This design comes from an exercise in tuning for small area, a short achievable clock period and few clock cycles per item on the open sky130 flow, not from production work. RTL that was checked went through simulation tests only; none was proved equivalent to the original.

== before ==
## sort_32_u8
module sort_32_u8(
    input clk,
    input rst_n,
    input vld_in,
    input [7:0] din_0,
    input [7:0] din_1,
    input [7:0] din_2,
    input [7:0] din_3,
    input [7:0] din_4,
    input [7:0] din_5,
    input [7:0] din_6,
    input [7:0] din_7,
    input [7:0] din_8,
    input [7:0] din_9,
    input [7:0] din_10,
    input [7:0] din_11,
    input [7:0] din_12,
    input [7:0] din_13,
    input [7:0] din_14,
    input [7:0] din_15,
    input [7:0] din_16,
    input [7:0] din_17,
    input [7:0] din_18,
    input [7:0] din_19,
    input [7:0] din_20,
    input [7:0] din_21,
    input [7:0] din_22,
    input [7:0] din_23,
    input [7:0] din_24,
    input [7:0] din_25,
    input [7:0] din_26,
    input [7:0] din_27,
    input [7:0] din_28,
    input [7:0] din_29,
    input [7:0] din_30,
    input [7:0] din_31,
    output vld_out,
    output [7:0] dout_0,
    output [7:0] dout_1,
    output [7:0] dout_2,
    output [7:0] dout_3,
    output [7:0] dout_4,
    output [7:0] dout_5,
    output [7:0] dout_6,
    output [7:0] dout_7,
    output [7:0] dout_8,
    output [7:0] dout_9,
    output [7:0] dout_10,
    output [7:0] dout_11,
    output [7:0] dout_12,
    output [7:0] dout_13,
    output [7:0] dout_14,
    output [7:0] dout_15,
    output [7:0] dout_16,
    output [7:0] dout_17,
    output [7:0] dout_18,
    output [7:0] dout_19,
    output [7:0] dout_20,
    output [7:0] dout_21,
    output [7:0] dout_22,
    output [7:0] dout_23,
    output [7:0] dout_24,
    output [7:0] dout_25,
    output [7:0] dout_26,
    output [7:0] dout_27,
    output [7:0] dout_28,
    output [7:0] dout_29,
    output [7:0] dout_30,
    output [7:0] dout_31
);
==> flow/config.mk <==
export PLATFORM = sky130hd
export DESIGN_NAME = sort_32_u8
export DESIGN_NICKNAME = sort_32_u8
export VERILOG_FILES = /design/flow/design.v
export SDC_FILE = /design/flow/constraint.sdc
export NUM_CORES = 8
export LEC_CHECK = 0
export CAP_MARGIN = 20
export CORE_MARGIN = 2
export CORE_UTILIZATION = 35
export PLACE_DENSITY = 0.5
export SETUP_SLACK_MARGIN = 3.2
export SLEW_MARGIN = 20
export SYNTH_HIERARCHICAL = 1
export SYNTH_MINIMUM_KEEP_SIZE = 0
==> flow/constraint.sdc <==
create_clock -name core_clock -period 5.5 [get_ports {clk}]
set_input_delay 1.1000 -clock core_clock [delete_from_list [all_inputs] [get_ports {clk}]]
set_output_delay 1.1000 -clock core_clock [all_outputs]
set_load 0.01 [all_outputs]
standard.sh (not shown) runs the stock make flow with config.mk's settings and CLKGATE_MAP_FILE= SYNTH_SCRIPT=/design/flow/synth_recipe.tcl, a recipe that flattens the netlist after the stock synthesis.
==> flow/flow/run.sh <==
#!/bin/bash
# Own layout flow: the standard ORFS flow (standard.sh) with two changes:
#  - ABC maps each module for a light output load (ABC_LOAD_IN_FF), so the
#    small cell modules of the design keep their smallest drive strength;
#    timing repair later upsizes what the clock period needs.
#  - the port buffers are sky130_fd_sc_hd__buf_1 instead of the cell that
#    buffer_ports picks by default. Every input and output port still gets
#    its own buffer.
# make's full output goes to standard_flow.log; ORFS keeps each step's log
# under orfs/logs/.
set -euo pipefail
cd "$(dirname "$0")/.."
bash standard.sh ABC_LOAD_IN_FF=0.5 'BUFFER_PORTS_ARGS=-buffer_cell sky130_fd_sc_hd__buf_1' finish > standard_flow.log 2>&1 || { tail -50 standard_flow.log; exit 1; }
tail -5 standard_flow.log
before completed end to end with timing, DRC and antenna clean.
Testbench counts of before, summed over its fixed seeds: cycles 21,120, items 960.
The inputs of after differ from those of before as listed below.
--- a/flow/design.v
+++ b/flow/design.v
@@ -172,27 +172,24 @@
         wire ngt, g74, ng76, ng72;
         cmp8 u_c (.a(v0[X0]), .b(v0[X1]), .ngt(ngt), .g74(g74), .ng76(ng76), .ng72(ng72));
         wire [7:0] S1, S0;
         wire s1_0, s0_0;
         cell_mux2i u_m1_0 (.s(ngt), .a0(ca1_0[i]), .a1(cb1_0[i]), .y(s1_0));
         cell_mux2i u_m0_0 (.s(ngt), .a0(ca0_0[i]), .a1(cb0_0[i]), .y(s0_0));
         assign S1[0] = s1_0; assign S0[0] = s0_0;
         assign S1[1] = s1_0; assign S0[1] = s0_0;
         assign S1[2] = s1_0; assign S0[2] = s0_0;
         assign S1[3] = s1_0; assign S0[3] = s0_0;
-        wire s1_1, s0_1;
-        cell_mux2i u_m1_1 (.s(g74), .a0(cb1_0[i]), .a1(ca1_0[i]), .y(s1_1));
-        cell_mux2i u_m0_1 (.s(g74), .a0(cb0_0[i]), .a1(ca0_0[i]), .y(s0_1));
-        assign S1[4] = s1_1; assign S0[4] = s0_1;
-        assign S1[5] = s1_1; assign S0[5] = s0_1;
-        assign S1[6] = s1_1; assign S0[6] = s0_1;
-        assign S1[7] = s1_1; assign S0[7] = s0_1;
+        assign S1[4] = s1_0; assign S0[4] = s0_0;
+        assign S1[5] = s1_0; assign S0[5] = s0_0;
+        assign S1[6] = s1_0; assign S0[6] = s0_0;
+        assign S1[7] = s1_0; assign S0[7] = s0_0;
         for (j = 0; j < 8; j = j + 1) begin : g_b
             cell_a222oi u_y0 (.a1(ld), .a2(din[X0][j]), .b1(S1[j]), .b2(v0[X1][j]), .c1(S0[j]), .c2(v0[X0][j]), .y(v1[X0][j]));
             cell_a222oi u_y1 (.a1(ld), .a2(din[X1][j]), .b1(S1[j]), .b2(v0[X0][j]), .c1(S0[j]), .c2(v0[X1][j]), .y(v1[X1][j]));
         end
     end endgenerate
     always @(posedge clk) begin
         r[0] <= v1[0];
         r[1] <= v1[2];
         r[2] <= v1[4];
         r[3] <= v1[6];
--- outcome ---
The highest attainable clock frequency of after and that of before are within noise of each other.
Re total number of vias: after is about 1.3% up on before.
Summary — floorplan die width, after relative to before: lower, by about 1.3%.
Compared with before, in after routed wire length now sits higher; estimated wirelength of the detail-placed design +about 6.6%; area after synthesis decreased by about 2.6% relative to the old numbers; final cell count without fillers comparable.
Function not checked in after: the RTL went through the layout flow alone.

[static timing again, ports no longer ideal]
No port has a modelled driver above. Below, the same layouts with a new extraction and two added sets of constraints. Step 1 sets driving cells, clkbuf_16 on the clock port and buf_2 on the other inputs (assumed; they add their load-dependent delay and slew). Step 2 also shifts input and output timing later by t, the mid clock arrival at the registers, as if the neighbouring blocks saw the same clock. Slacks: ideal ports / drivers / drivers and shift; pairs: ideal ports / drivers.
run | shift t [ns] | setup slack, ns | worst setup path at the end
before | 0.609 | 3.229 / 3.175 / 2.692 | input to register
after | 0.603 | 3.229 / 3.176 / 2.722 | input to register
After both steps every run listed still meets setup and hold. The setup slack of before, which loses most, moves by -0.054 ns with the drivers and by -0.537 ns with both steps.
